This design comes from an exercise in tuning for small area on the open sky130 flow, not from production work.
Function was checked by simulation only, so behaviour that the tests miss may differ from the original.
Power and IR drop assume default switching activity.

==> inputs of raven <==
==> flow/design.v <==
module seg_dec(x, y);
	input [3:0] x;
	output reg [7:0] y;
	always @(*)
		case (x)
			4'd0: y = 8'h03;
			4'd1: y = 8'h9f;
			4'd2: y = 8'h25;
			4'd3: y = 8'h0d;
			4'd4: y = 8'h99;
			4'd5: y = 8'h49;
			4'd6: y = 8'h41;
			4'd7: y = 8'h1f;
			4'd8: y = 8'h01;
			default: y = 8'h09;
		endcase
endmodule
module digital_clock(clk, rst, tick_sec, tick_scan, select, y);
	input clk, rst, tick_sec, tick_scan;
	output [7:0] select;
	output [7:0] y;
	reg [3:0] s0, m0, h0;
	reg [2:0] s1, m1;
	reg [1:0] h1;
	reg [2:0] flag;
	wire s0w = s0[3] & s0[0];             
	wire s1w = s1[2] & s1[0];             
	wire m0w = m0[3] & m0[0];
	wire m1w = m1[2] & m1[0];
	wire h0w = h0[3] & h0[0];
	wire dw  = h1[1] & h0[1] & h0[0];     
	wire c1 = tick_sec & s0w;
	wire c2 = c1 & s1w;
	wire c3 = c2 & m0w;
	wire c4 = c3 & m1w;
	always @(posedge clk) begin
		if (rst) begin
			s0 <= 0; s1 <= 0; m0 <= 0; m1 <= 0; h0 <= 0; h1 <= 0;
		end else begin
			if (tick_sec) s0 <= s0w ? 4'd0 : s0 + 4'd1;
			if (c1) s1 <= s1w ? 3'd0 : s1 + 3'd1;
			if (c2) m0 <= m0w ? 4'd0 : m0 + 4'd1;
			if (c3) m1 <= m1w ? 3'd0 : m1 + 3'd1;
			if (c4) begin
				h0 <= (h0w | dw) ? 4'd0 : h0 + 4'd1;
				h1 <= dw ? 2'd0 : h0w ? h1 + 2'd1 : h1;
			end
		end
	end
	always @(posedge clk) begin
		if (rst) flag <= 0;
		else if (tick_scan) flag <= (flag[2] & flag[0]) ? 3'd0 : flag + 3'd1;
	end
	reg [3:0] d;
	reg [7:0] sel;
	always @(*) begin
		case (flag)
			3'd0: begin d = s0; sel = 8'b1111_1110; end
			3'd1: begin d = {1'b0, s1}; sel = 8'b1111_1101; end
			3'd2: begin d = m0; sel = 8'b1111_1011; end
			3'd3: begin d = {1'b0, m1}; sel = 8'b1111_0111; end
			3'd4: begin d = h0; sel = 8'b1110_1111; end
			default: begin d = {2'b0, h1}; sel = 8'b1101_1111; end
		endcase
	end
	assign select = sel;
	seg_dec u(d, y);
endmodule
==> flow/run.sh <==
#!/bin/bash
# synth_recipe.tcl (not shown) runs the flow's synth.tcl, then flattens the netlist and writes it again
# the make line also repeats each setting of config.mk as NAME=value (left out here)
make -C /OpenROAD-flow-scripts/flow DESIGN_CONFIG=/design/flow/config.mk WORK_HOME=/design/flow/orfs CLKGATE_MAP_FILE= SYNTH_SCRIPT=/design/flow/synth_recipe.tcl finish
==> flow/config.mk <==
export PLATFORM = sky130hd
export DESIGN_NAME = digital_clock
export DESIGN_NICKNAME = digital_clock
export VERILOG_FILES = /design/flow/design.v
export SDC_FILE = /design/flow/constraint.sdc
export NUM_CORES = 4
export LEC_CHECK = 0
export ABC_AREA = 1
export CAP_MARGIN = 20
export CORE_MARGIN = 2
export CORE_UTILIZATION = 40
export SLEW_MARGIN = 20
==> flow/constraint.sdc <==
create_clock -name core_clock -period 50.0 [get_ports {clk}]
set_input_delay 10.0000 -clock core_clock [delete_from_list [all_inputs] [get_ports {clk}]]
set_output_delay 10.0000 -clock core_clock [all_outputs]
set_load 0.01 [all_outputs]
==> amber: changes against raven <==
==> flow/design.v, changed modules only <==
module seg_dec(d, y);
	input [3:0] d;
	output [7:0] y;
	assign y[7] = (~d[3] & ~d[2] & ~d[1] & d[0]) | (d[2] & ~d[1] & ~d[0]);
	assign y[6] = d[2] & (d[1] ^ d[0]);
	assign y[5] = ~d[2] & d[1] & ~d[0];
	assign y[4] = (~d[3] & ~d[2] & ~d[1] & d[0]) | (d[2] & ~d[1] & ~d[0]) | (d[2] & d[1] & d[0]);
	assign y[3] = d[0] | (d[2] & ~d[1]);
	assign y[2] = (d[1] & d[0]) | (~d[2] & d[1]) | (~d[3] & ~d[2] & d[0]);
	assign y[1] = (~d[3] & ~d[2] & ~d[1]) | (d[2] & d[1] & d[0]);
	assign y[0] = 1'b1;
endmodule
module cnt10(clk, r, e, q, co);
	input clk, r, e;
	output reg [3:0] q;
	output co;
	wire t = e & q[0];
	assign co = t & q[3];
	always @(posedge clk) begin
		q[0] <= ~r & (q[0] ^ e);
		q[1] <= ~r & (t ? ~(q[1] | q[3]) : q[1]);
		q[2] <= ~r & (t ? (q[2] ^ q[1]) : q[2]);
		q[3] <= ~r & (t ? (q[2] & q[1]) : q[3]);
	end
endmodule
module cnt6(clk, r, e, q, co);
	input clk, r, e;
	output reg [2:0] q;
	output co;
	wire t = e & q[0];
	assign co = t & q[2];
	always @(posedge clk) begin
		q[0] <= ~r & (q[0] ^ e);
		q[1] <= ~r & (t ? ~(q[1] | q[2]) : q[1]);
		q[2] <= ~r & (t ? q[1] : q[2]);
	end
endmodule
module digital_clock(clk, rst, tick_sec, tick_scan, select, y);
	input clk, rst, tick_sec, tick_scan;
	output [7:0] select;
	output [7:0] y;
	wire [3:0] s0, m0;
	wire [2:0] s1, m1;
	wire c1, c2, c3, c4;
	cnt10 us(clk, rst, tick_sec, s0, c1);
	cnt6  ts(clk, rst, c1, s1, c2);
	cnt10 um(clk, rst, c2, m0, c3);
	cnt6  tm(clk, rst, c3, m1, c4);
	reg [3:0] h0;
	reg [1:0] h1;
	wire t = c4 & h0[0];
	always @(posedge clk) begin
		h0[0] <= ~rst & (h0[0] ^ c4);
		h0[1] <= ~rst & (t ? ~(h0[1] | h0[3]) : h0[1]);
		h0[2] <= ~rst & (t ? (h0[2] ^ h0[1]) & ~h1[1] : h0[2]);
		h0[3] <= ~rst & (t ? (h0[2] & h0[1]) : h0[3]);
		h1[0] <= ~rst & ((t & h0[3]) ? ~h1[0] : h1[0]);
		h1[1] <= ~rst & (t ? ((h0[3] & h1[0]) | (h1[1] & ~h0[1])) : h1[1]);
	end
	reg [2:0] j;
	always @(posedge clk) begin
		if (rst) j <= 3'b000;
		else if (tick_scan) j <= {j[1], j[0], ~j[2]};
	end
	wire p0 = ~j[0] & ~j[2];
	wire p1 = j[0] & ~j[1];
	wire p2 = j[1] & ~j[2];
	wire p3 = j[2] & j[0];
	wire p4 = ~j[0] & j[1];
	wire p5 = j[2] & ~j[1];
	assign select = {2'b11, ~p5, ~p4, ~p3, ~p2, ~p1, ~p0};
	wire [3:0] d;
	assign d = ({4{p0}} & s0) | ({4{p1}} & {1'b0, s1}) | ({4{p2}} & m0) |
	           ({4{p3}} & {1'b0, m1}) | ({4{p4}} & h0) | ({4{p5}} & {2'b0, h1});
	seg_dec u(d, y);
endmodule
==> flow/flow/run.sh (new file) <==
#!/bin/bash
# Standard synthesis, then an area re-mapping of its combinational logic
# (flip-flops kept), then the standard layout with buf_1 port buffers.
set -euo pipefail
W=$(pwd)
R=$W/orfs/results/$FLOW_PLATFORM/digital_clock/base
bash standard.sh synth > $W/log_synth.txt 2>&1
cp $R/1_2_yosys.v $W/std_synth.v
export LIB=$FLOW_HOME/platforms/$FLOW_PLATFORM/lib/sky130_fd_sc_hd__tt_025C_1v80.lib
export DONT_USE="$(sed -n '/DONT_USE_CELLS/,/^$/p' $FLOW_HOME/platforms/$FLOW_PLATFORM/config.mk | grep -o 'sky130_fd_sc_hd__[a-z0-9_]*' | tr '\n' ' ')"
export IN_V=$W/std_synth.v OUT_V=$W/resynth.v ABC_SCRIPT=$W/flow/area.abc
yosys -c $W/flow/resynth.tcl > $W/log_resynth.txt 2>&1
cp $W/resynth.v $R/1_2_yosys.v
rm -f $R/1_synth.odb $R/1_synth.sdc
bash standard.sh "BUFFER_PORTS_ARGS=-buffer_cell sky130_fd_sc_hd__buf_1" finish > $W/log_layout.txt 2>&1
==> flow/flow/area.abc (new file) <==
strash
dch -f
amap
==> flow/flow/resynth.tcl (new file) <==
# Re-map the combinational logic of the standard synthesis netlist for area.
# The flip-flops (and tie cells) are kept as they are, with their instance names.
set lib $::env(LIB)
set du {}
foreach c $::env(DONT_USE) { lappend du -dont_use $c }
yosys read_liberty -ignore_miss_func $lib
yosys read_verilog $::env(IN_V)
yosys hierarchy -top $::env(FLOW_TOP)
foreach m {dfxtp_1 dfxtp_2 dfxtp_4 conb_1} {
  catch { yosys setattr -mod -set keep_hierarchy 1 sky130_fd_sc_hd__$m }
}
yosys flatten
yosys opt_clean -purge
yosys abc -liberty $lib {*}$du -script $::env(ABC_SCRIPT)
yosys opt_clean -purge
yosys rename -hide w:*.*
foreach m {dfxtp_1 dfxtp_2 dfxtp_4 conb_1} {
  catch { yosys blackbox sky130_fd_sc_hd__$m }
}
yosys stat -liberty $lib
yosys write_verilog -noattr -selected $::env(OUT_V)
==> flow/standard.sh (new file) <==
#!/bin/bash
# synth_recipe.tcl (not shown) runs the flow's synth.tcl, then flattens the netlist and writes it again
# the make line also repeats each setting of config.mk as NAME=value (left out here)
make -C /OpenROAD-flow-scripts/flow DESIGN_CONFIG=/design/flow/config.mk WORK_HOME=/design/flow/orfs CLKGATE_MAP_FILE= SYNTH_SCRIPT=/design/flow/synth_recipe.tcl "${@:-finish}"
--- a/flow/config.mk
+++ b/flow/config.mk
@@ -8,5 +8,8 @@
 export ABC_AREA = 1
 export CAP_MARGIN = 20
 export CORE_MARGIN = 2
-export CORE_UTILIZATION = 40
+export CORE_UTILIZATION = 70
+export CTS_BUF_LIST = sky130_fd_sc_hd__clkbuf_8
+export CTS_CLUSTER_DIAMETER = 200
+export CTS_CLUSTER_SIZE = 30
 export SLEW_MARGIN = 20
removed: flow/run.sh
==> summary.txt <==
Between raven and amber, the lower critical path depth is in amber (gap 6).
Between amber and raven, the lower non-clock buffer count is in raven (gap 1).
Against raven, the power of amber is lower by about 15%.
Against raven, the worst hold slack of amber is better by 11 ps.
In raven the count of clock-buffer cells in the layout is higher than in amber, by 1.
Global-route usage: raven is lower than amber (13 points).
In amber the core utilization is higher than in raven, by 39 points.
Of raven and amber, raven has the higher via count (gap about 28%, measured against amber).
Against raven, the die area of amber is smaller by 59%.
Between amber and raven, the lower clock power is in amber (gap about 5%, measured against raven).
==> figures <==
| item | raven | amber |
|---|---|---|
| Status | timing/DRC/antenna clean | timing/DRC/antenna clean |
| Slew margin rel. | 64.2% | 35.5% |
| Number of violations reported at the end of detailed-routing iteration 0 | 67 | 33 |
| Area occupied by multi-input gates | 932 sq um | 495 sq um |
| Fraction of power consumed by the clock network | 29.5% | 33.2% |
| Die extent in y | 66.3 um | 42.6 um |
| Logic depth of the worst path, buffers included | 13 | 7 |
| Sum of buffers and inverters on the critical path | 5 | 2 |
| Vias | 1378 | 1077 |
| R2r worst-path depth | 7 | 12 |
| Internal power | 0.0000283 W | 0.0000252 W |
| Half-perimeter wire length of the detailed placement result | 2.48 mm | 1.87 mm |
| Floorplan core area | 0.00369 sq mm | 0.00135 sq mm |
| Clock Skews | 3.92 ps | 2.48 ps |
| CP max stage cell | sky130_fd_sc_hd__clkdlybuf4s50_1 | sky130_fd_sc_hd__a2111oi_0 |
| Met3 track demand over resource | 2.04% | 9.48% |
| Worst IR drop on VDD | 0.0162 mV | 0.0212 mV |
| Share of final layout cell area taken by clock buffers and inverters | 2.51% | 3.81% |
| FILL cells | 404 | 80 |
| WP data arrival | 2820 ps | 2900 ps |
| Layout non-clock buf frac | 8.93% | 5.72% |

[afterwards: timing with drivers on the ports]
The flow's constraints put no driver on any port. The routed layouts listed below were extracted and timed again, unchanged, in two steps.
Step 1: set_driving_cell puts a clkbuf_16 on clk and a buf_2 on each other input, an assumption about the parent block.
Step 2 also shifts input and output timing later by t, the mid clock arrival at the registers, as if the neighbouring blocks saw the same clock.
Three values: ideal, step 1, step 2; two values: the first two.
run | t, ns | setup slack, ns | clock arrival spread, ns | slew at the worst register clock pin (ns)
raven | 0.287 | 37.178 / 37.153 / 37.440 | 0.004 / 0.004 | 0.08 / 0.08
amber | 0.286 | 37.104 / 37.080 / 37.366 | 0.002 / 0.002 | 0.08 / 0.08
After both steps setup and hold are still met in every run listed.
